Source: an optimization exercise on an open RTL-to-GDS flow (aim: small area, a short achievable clock period and few clock cycles per item). Production flows keep margins and buffers that such runs may drop.
In this exercise RTL edits were held to simulation tests only and were not proved equivalent to the original.

==> 01-01: inputs <==
// calc
module calc(clk,rst,A,B,C,pushA,stopA,pushB,stopB,pushC,stopC,Z,pushZ);
export LEC_CHECK = 0
export CAP_MARGIN = 20
export CORE_MARGIN = 2
export CORE_UTILIZATION = 62
export CTS_CLUSTER_DIAMETER = 90
export CTS_CLUSTER_SIZE = 28
export SLEW_MARGIN = 20
export SYNTH_HIERARCHICAL = 1
export SYNTH_MINIMUM_KEEP_SIZE = 0
create_clock -name core_clock -period 9.0 [get_ports {clk}]
standard.sh (not shown) runs the stock make flow with config.mk's settings and CLKGATE_MAP_FILE= SYNTH_SCRIPT=/design/flow/synth_recipe.tcl, a recipe that flattens the netlist after the stock synthesis.
==> flow/flow/run.sh <==
#!/bin/bash
# The standard layout (the standard.sh: ORFS synthesis, floorplan, placement, CTS and
# routing, unchanged) with its timing repair aiming for a setup slack of 5.65 ns, and with buf_1 as the cell that buffers each port.
set -euo pipefail
bash standard.sh SETUP_SLACK_MARGIN=5.65 "BUFFER_PORTS_ARGS=-buffer_cell sky130_fd_sc_hd__buf_1" finish > standard_make.log 2>&1
==> inputs of 04-21, as changes to 01-01 <==
==> flow/flow/run.sh (replaced) <==
#!/bin/bash
# The standard layout (the standard.sh: ORFS synthesis, floorplan, placement, CTS and
# routing, unchanged) with its timing repair aiming for a setup slack of 5.75 ns, and with buf_1 as the cell that buffers each port.
set -euo pipefail
bash standard.sh SETUP_SLACK_MARGIN=5.75 "BUFFER_PORTS_ARGS=-buffer_cell sky130_fd_sc_hd__buf_1" finish > standard_make.log 2>&1
- CTS_CLUSTER_DIAMETER: 90 -> 80
- CTS_CLUSTER_SIZE: 28 -> 24
==> inputs of 12-10, as changes to 01-01 <==
==> flow/flow/run.sh (replaced) <==
#!/bin/bash
# The standard layout (the standard.sh: ORFS synthesis, floorplan, placement, CTS and
# routing, unchanged) with its timing repair aiming for a setup slack of 5.5 ns, and with buf_1 as the cell that buffers each port.
set -euo pipefail
bash standard.sh SETUP_SLACK_MARGIN=5.5 "BUFFER_PORTS_ARGS=-buffer_cell sky130_fd_sc_hd__buf_1" finish > standard_make.log 2>&1
- CTS_CLUSTER_DIAMETER: 90 -> 80
- CTS_CLUSTER_SIZE: 28 -> 24
==> summary of the runs <==
The highest via count belongs to 04-21, the lowest to 12-10.
Flip-flop and latch count is the same in 12-10 and 01-01.
The highest setup slack belongs to 01-01, the lowest to 12-10.
Register-to-register slack, highest first: 01-01, 04-21, 12-10.
==> figures <==
|  | 04-21 | 01-01 | 12-10 |
|---|---|---|---|
| Status | complete, no violations | complete, no violations | complete, no violations |
| Footprint of the multi-input gates | 60700 um2 | 60300 um2 | 60100 um2 |
| Multi-input gate share of total cell area | 62.6% | 64.0% | 64.9% |
| Number of H-tree levels | 3 | 2 | 3 |
| First-pass detailed-route iteration total | 9 | 7 | 10 |
| Required time reported for the critical path endpoint | 9.60 ns | 9.61 ns | 9.59 ns |
| Area of all sequential standard cells | 25300 um2 | 25200 um2 | 25100 um2 |
| CTS Buf Count | 75 | 58 | 76 |
Testbench counts of 01-01, summed over its fixed seeds: cycles 16,056, items 16,000.
Testbench counts of 04-21, summed over its fixed seeds: cycles 16,056, items 16,000.
Testbench counts of 12-10, summed over its fixed seeds: cycles 16,056, items 16,000.

========
==> trial 34 <==
calc again, from the RTL that the note above started with.
==> flow/config.mk <==
export PLATFORM = sky130hd
export DESIGN_NAME = calc
export DESIGN_NICKNAME = calc
export VERILOG_FILES = /design/flow/design.v
export SDC_FILE = /design/flow/constraint.sdc
export NUM_CORES = 4
export LEC_CHECK = 0
export CAP_MARGIN = 20
export CORE_MARGIN = 2
export CORE_UTILIZATION = 70
export CTS_CLUSTER_DIAMETER = 80
export CTS_CLUSTER_SIZE = 24
export SLEW_MARGIN = 20
export SYNTH_HIERARCHICAL = 1
export SYNTH_MINIMUM_KEEP_SIZE = 0
==> flow/constraint.sdc <==
create_clock -name core_clock -period 9.0 [get_ports {clk}]
set_input_delay 1.8000 -clock core_clock [delete_from_list [all_inputs] [get_ports {clk}]]
set_output_delay 1.8000 -clock core_clock [all_outputs]
set_load 0.01 [all_outputs]
==> flow/flow/run.sh <==
#!/bin/bash
# The standard layout (the standard.sh: ORFS synthesis, floorplan, placement, CTS and
# routing, unchanged) with its timing repair aiming for a setup slack of 5.65 ns, and with buf_1 as the cell that buffers each port.
set -euo pipefail
bash standard.sh SETUP_SLACK_MARGIN=5.65 "BUFFER_PORTS_ARGS=-buffer_cell sky130_fd_sc_hd__buf_1" finish > standard_make.log 2>&1
==> build 36: changes against trial 34 <==
--- a/flow/config.mk
+++ b/flow/config.mk
@@ -8,7 +8,7 @@
 export CAP_MARGIN = 20
 export CORE_MARGIN = 2
-export CORE_UTILIZATION = 70
-export CTS_CLUSTER_DIAMETER = 80
-export CTS_CLUSTER_SIZE = 24
+export CORE_UTILIZATION = 62
+export CTS_CLUSTER_DIAMETER = 100
+export CTS_CLUSTER_SIZE = 32
 export SLEW_MARGIN = 20
 export SYNTH_HIERARCHICAL = 1
==> build 70: changes against trial 34 <==
--- a/flow/config.mk
+++ b/flow/config.mk
@@ -8,5 +8,5 @@
 export CAP_MARGIN = 20
 export CORE_MARGIN = 2
-export CORE_UTILIZATION = 70
+export CORE_UTILIZATION = 62
 export CTS_CLUSTER_DIAMETER = 80
 export CTS_CLUSTER_SIZE = 24
==> summary of the runs <==
Between build 70 and build 36, the lower critical path depth is in build 70 (gap 4).
The highest non-clock buffer count belongs to build 36, the lowest to trial 34.
Between build 36 and trial 34, the lower die area is in trial 34 (gap about 13%, measured against trial 34).
In trial 34 the setup slack is worse than in build 70, by 27 ps.
Of trial 34 and build 36, trial 34 has the higher global-route usage (gap 5.6 points).
Flip-flop and latch count is the same in trial 34 and build 70.
The highest final cell count belongs to build 70, the lowest to trial 34.
Testbench counts of trial 34, summed over its fixed seeds: cycles 16,056, items 16,000.
Testbench counts of build 36, summed over its fixed seeds: cycles 16,056, items 16,000.
Testbench counts of build 70, summed over its fixed seeds: cycles 16,056, items 16,000.

static timing again, ports no longer ideal:
The results above use ideal ports. As a check the final layouts listed here were re-extracted and re-timed, cells and wires unchanged. Step 1 (the two cells are an assumption about what drives the block):
set clk [get_ports {clk}]
set_driving_cell -lib_cell sky130_fd_sc_hd__clkbuf_16 $clk
set_driving_cell -lib_cell sky130_fd_sc_hd__buf_2 [delete_from_list [all_inputs] $clk]
Step 2, shift: input delay + t, output delay - t, t = (earliest + latest rising clock arrival at the registers) / 2. This alone moves slack from input paths to output paths. Slacks: ideal / step 1 / step 2; pairs: ideal / step 1.
run	shift t [ns]	setup WS [ns]	hold WS [ns]	worst slew at a driven data input, ns	cell pins on the clock port's net
01-01	0.809	5.667 / 5.667 / 5.667	0.320 / 0.320 / 0.320	0.10	1
04-21	0.787	5.633 / 5.633 / 5.633	0.322 / 0.322 / 0.322	0.10	1
12-10	0.796	5.454 / 5.454 / 5.454	0.320 / 0.320 / 0.320	0.10	1
trial 34	0.793	5.589 / 5.589 / 5.589	0.326 / 0.326 / 0.326	0.10	1
build 36	0.803	5.604 / 5.604 / 5.604	0.329 / 0.329 / 0.329	0.10	1
build 70	0.806	5.616 / 5.616 / 5.616	0.325 / 0.325 / 0.325	0.10	1
After both steps every run listed still meets setup and hold.
